Background: an optimization exercise with open tools, aiming at small area, a short achievable clock period and few clock cycles per item. Do not read the settings as production practice.
RTL that was checked went through simulation tests only; none was proved equivalent to the original.

== the reference run ==
==> module SET, before the edit <==
module SET (rst,clk,en,central,radius,mode,busy,valid,candidate);
    input   rst;
    input   clk;
    input   en;
    input   [23:0]central;
    input   [11:0]radius;
    input   [1:0]mode;
    output    busy;
    output    valid;
    output   [7:0]candidate;
    reg  [2:0] ph;
    reg        first;      
    reg        valid_r;
    reg [15:0] hit;        
    reg  [5:0] acc;        
    always @(posedge clk or posedge rst) begin
        if (rst) begin
            ph      <= 3'd0;
            valid_r <= 1'b0;
        end else begin
            if (en)
                ph <= 3'd1;
            else if (ph == 3'd4)
                ph <= 3'd0;
            else if (ph != 3'd0)
                ph <= ph + 3'd1;
            valid_r <= (ph == 3'd3);
        end
    end
    assign busy  = (ph != 3'd0);
    assign valid = valid_r;
    wire [11:0] pa = {central[23:16], radius[11:8]};
    wire [11:0] pb = (mode == 2'd0) ? pa : {central[15:8], radius[7:4]};
    wire [11:0] pc = (mode == 2'd3) ? {central[7:0], radius[3:0]} :
                     (mode == 2'd2) ? {4'd4, 4'd4, 4'd15} : {4'd15, 4'd15, 4'd0};
    function [79:0] prof;
        input [3:0] r;
        begin
            case (r)
                4'd0: prof = 80'h84210842108421084200;
                4'd1: prof = 80'h84210842108421084001;
                4'd2: prof = 80'h84210842108421080022;
                4'd3: prof = 80'h84210842108421000843;
                4'd4: prof = 80'h84210842108420010c64;
                4'd5: prof = 80'h84210842108400321085;
                4'd6: prof = 80'h842108421080064294a6;
                4'd7: prof = 80'h842108421000c85318c7;
                4'd8: prof = 80'h8421084200194c639ce8;
                4'd9: prof = 80'h8421084004298e842109;
                4'd10: prof = 80'h84210800863a1094a52a;
                4'd11: prof = 80'h84210010c74252a5294b;
                4'd12: prof = 80'h84200218e84a94b5ad6c;
                4'd13: prof = 80'h840053212a52d8c6318d;
                4'd14: prof = 80'h800a74254b631ad6b5ae;
                4'd15: prof = 80'h014e952d8c6b5ce739cf;
            endcase
        end
    endfunction
    function [3:0] absdiff;
        input [3:0] p, q;
        begin
            absdiff = (p > q) ? (p - q) : (q - p);
        end
    endfunction
    function [7:0] rowmask;
        input [11:0] p;
        input [79:0] pr;
        input [3:0] y;
        reg [4:0] w;
        reg [5:0] lo, hi;
        integer x;
        begin
            w  = pr[5 * absdiff(p[7:4], y) +: 5];
            lo = {2'b00, p[11:8]} - {2'b00, w[3:0]};    
            hi = {2'b00, p[11:8]} + {2'b00, w[3:0]};
            for (x = 1; x <= 8; x = x + 1)
                rowmask[x-1] = ~w[4] & (lo[5] | (lo[4:0] <= x)) & (hi >= x);
        end
    endfunction
    wire [79:0] pra = prof(pa[3:0]);
    wire [79:0] prb = prof(pb[3:0]);
    wire [79:0] prc = prof(pc[3:0]);
    wire [3:0]  y1  = {ph[1:0], 1'b1};
    wire [3:0]  y2  = {ph[1:0], 1'b0} + 4'd2;
    wire [7:0]  a1 = rowmask(pa, pra, y1), b1 = rowmask(pb, prb, y1), c1 = rowmask(pc, prc, y1);
    wire [7:0]  a2 = rowmask(pa, pra, y2), b2 = rowmask(pb, prb, y2), c2 = rowmask(pc, prc, y2);
    wire [15:0] two = {(a2 & b2 & ~c2) | (a2 & ~b2 & c2) | (~a2 & b2 & c2),
                       (a1 & b1 & ~c1) | (a1 & ~b1 & c1) | (~a1 & b1 & c1)};
    always @(posedge clk) begin
        hit   <= two;
        first <= (ph == 3'd0);
    end
    reg [4:0] n;
    integer i;
    always @(*) begin
        n = 5'd0;
        for (i = 0; i < 16; i = i + 1)
            n = n + hit[i];
    end
    wire [6:0] sum = {1'b0, n} + {1'b0, (first ? 6'd0 : acc)};
    always @(posedge clk)
        acc <= sum[5:0];
    assign candidate = {1'b0, sum};
endmodule
clock: 8.0 ns
lec_check: 0
cap_margin: 20
core_margin: 2
core_utilization: 40
setup_slack_margin: 1
slew_margin: 20
standard.sh (not shown) runs the stock make flow with config.mk's settings and CLKGATE_MAP_FILE= SYNTH_SCRIPT=/design/flow/synth_recipe.tcl, a recipe that flattens the netlist after the stock synthesis.
==> flow/flow/run.sh <==
#!/bin/bash
# The standard layout, with the port buffers made of plain buffers
# (sky130_fd_sc_hd__buf_4) instead of the default cell.
set -euo pipefail
export BUFFER_PORTS_ARGS="-buffer_cell sky130_fd_sc_hd__buf_4"
bash standard.sh > standard.log 2>&1
Testbench counts of the reference run, summed over its fixed seeds: cycles 1,280, items 256.
Inputs modified between the reference run and the trial run:
==> flow/design.v <==
module SET (rst,clk,en,central,radius,mode,busy,valid,candidate);
    input   rst;
    input   clk;
    input   en;
    input   [23:0]central;
    input   [11:0]radius;
    input   [1:0]mode;
    output    busy;
    output    valid;
    output   [7:0]candidate;
    reg  [3:0] ph;
    reg        first;      
    reg        valid_r;
    reg [7:0] hit;        
    reg  [5:0] acc;        
    always @(posedge clk or posedge rst) begin
        if (rst) begin
            ph      <= 3'd0;
            valid_r <= 1'b0;
        end else begin
            if (en)
                ph <= 4'd1;
            else if (ph == 4'd8)
                ph <= 4'd0;
            else if (ph != 4'd0)
                ph <= ph + 4'd1;
            valid_r <= (ph == 4'd7);
        end
    end
    assign busy  = (ph != 4'd0);
    assign valid = valid_r;
    wire [11:0] pa = {central[23:16], radius[11:8]};
    wire [11:0] pb = (mode == 2'd0) ? pa : {central[15:8], radius[7:4]};
    wire [11:0] pc = (mode == 2'd3) ? {central[7:0], radius[3:0]} :
                     (mode == 2'd2) ? {4'd4, 4'd4, 4'd15} : {4'd15, 4'd15, 4'd0};
    function [79:0] prof;
        input [3:0] r;
        begin
            case (r)
                4'd0: prof = 80'h84210842108421084200;
                4'd1: prof = 80'h84210842108421084001;
                4'd2: prof = 80'h84210842108421080022;
                4'd3: prof = 80'h84210842108421000843;
                4'd4: prof = 80'h84210842108420010c64;
                4'd5: prof = 80'h84210842108400321085;
                4'd6: prof = 80'h842108421080064294a6;
                4'd7: prof = 80'h842108421000c85318c7;
                4'd8: prof = 80'h8421084200194c639ce8;
                4'd9: prof = 80'h8421084004298e842109;
                4'd10: prof = 80'h84210800863a1094a52a;
                4'd11: prof = 80'h84210010c74252a5294b;
                4'd12: prof = 80'h84200218e84a94b5ad6c;
                4'd13: prof = 80'h840053212a52d8c6318d;
                4'd14: prof = 80'h800a74254b631ad6b5ae;
                4'd15: prof = 80'h014e952d8c6b5ce739cf;
            endcase
        end
    endfunction
    function [3:0] absdiff;
        input [3:0] p, q;
        begin
            absdiff = (p > q) ? (p - q) : (q - p);
        end
    endfunction
    function [7:0] rowmask;
        input [11:0] p;
        input [79:0] pr;
        input [3:0] y;
        reg [4:0] w;
        reg [5:0] lo, hi;
        integer x;
        begin
            w  = pr[5 * absdiff(p[7:4], y) +: 5];
            lo = {2'b00, p[11:8]} - {2'b00, w[3:0]};    
            hi = {2'b00, p[11:8]} + {2'b00, w[3:0]};
            for (x = 1; x <= 8; x = x + 1)
                rowmask[x-1] = ~w[4] & (lo[5] | (lo[4:0] <= x)) & (hi >= x);
        end
    endfunction
    wire [79:0] pra = prof(pa[3:0]);
    wire [79:0] prb = prof(pb[3:0]);
    wire [79:0] prc = prof(pc[3:0]);
    wire [3:0] y0 = ph * 1 + 1;
    wire [7:0] a0 = rowmask(pa, pra, y0), b0 = rowmask(pb, prb, y0), c0 = rowmask(pc, prc, y0);
    wire [7:0] two = {(a0 & b0 & ~c0) | (a0 & ~b0 & c0) | (~a0 & b0 & c0)};
    always @(posedge clk) begin
        hit   <= two;
        first <= (ph == 4'd0);
    end
    reg [3:0] n;
    integer i;
    always @(*) begin
        n = 0;
        for (i = 0; i < 8; i = i + 1)
            n = n + hit[i];
    end
    wire [6:0] sum = n + (first ? 6'd0 : acc);
    always @(posedge clk)
        acc <= sum[5:0];
    assign candidate = {1'b0, sum};
endmodule
| total track usage | the trial run vs the reference run | 3.0 points lower |. Going from the reference run to the trial run, wire length the detailed router placed on met1 fell by about 50%, critical path's largest stage delay grew by 120 ps, maximum number of pins on one net before global-route repair decreased by 12 relative to the old numbers, latest clock arrival within the worst-skew pair held, synthesized instance count has decreased. The trial run against the reference run: area after synthesis decreased about 40%; minimum period implied by the final worst setup slack increased 44 ps; worst setup slack after layout decreased 44 ps; final standard cell utilization of the core increased 2.5 points.
No functional check of the RTL was part of the trial run.

-- static timing again, ports no longer ideal --
The results above use ideal ports. As a check the final layouts listed here were re-extracted and re-timed, cells and wires unchanged.
Step 1, drivers: a clkbuf_16 drives clk and a buf_2 each remaining input, both assumed.
Step 2 moves the port delays by t, midway between the first and last clock arrival at a register: inputs arrive t later, outputs are due t later. That takes back most of the time a late clock gives input paths.
a / b / c = ideal / step 1 / step 2; a / b = the first two.
| run | t, ns | slack for setup (ns) | worst register clock-pin slew, ns |
|---|---|---|---|
| the reference run | 0.298 | 1.341 / 1.336 / 1.038 | 0.07 / 0.07 |
| the trial run | 0.290 | 1.296 / 1.302 / 1.012 | 0.06 / 0.06 |
After both steps every run listed still meets setup and hold. For the reference run, which loses most, drivers alone change the setup slack by -0.005 ns; drivers and shift together by -0.303 ns.
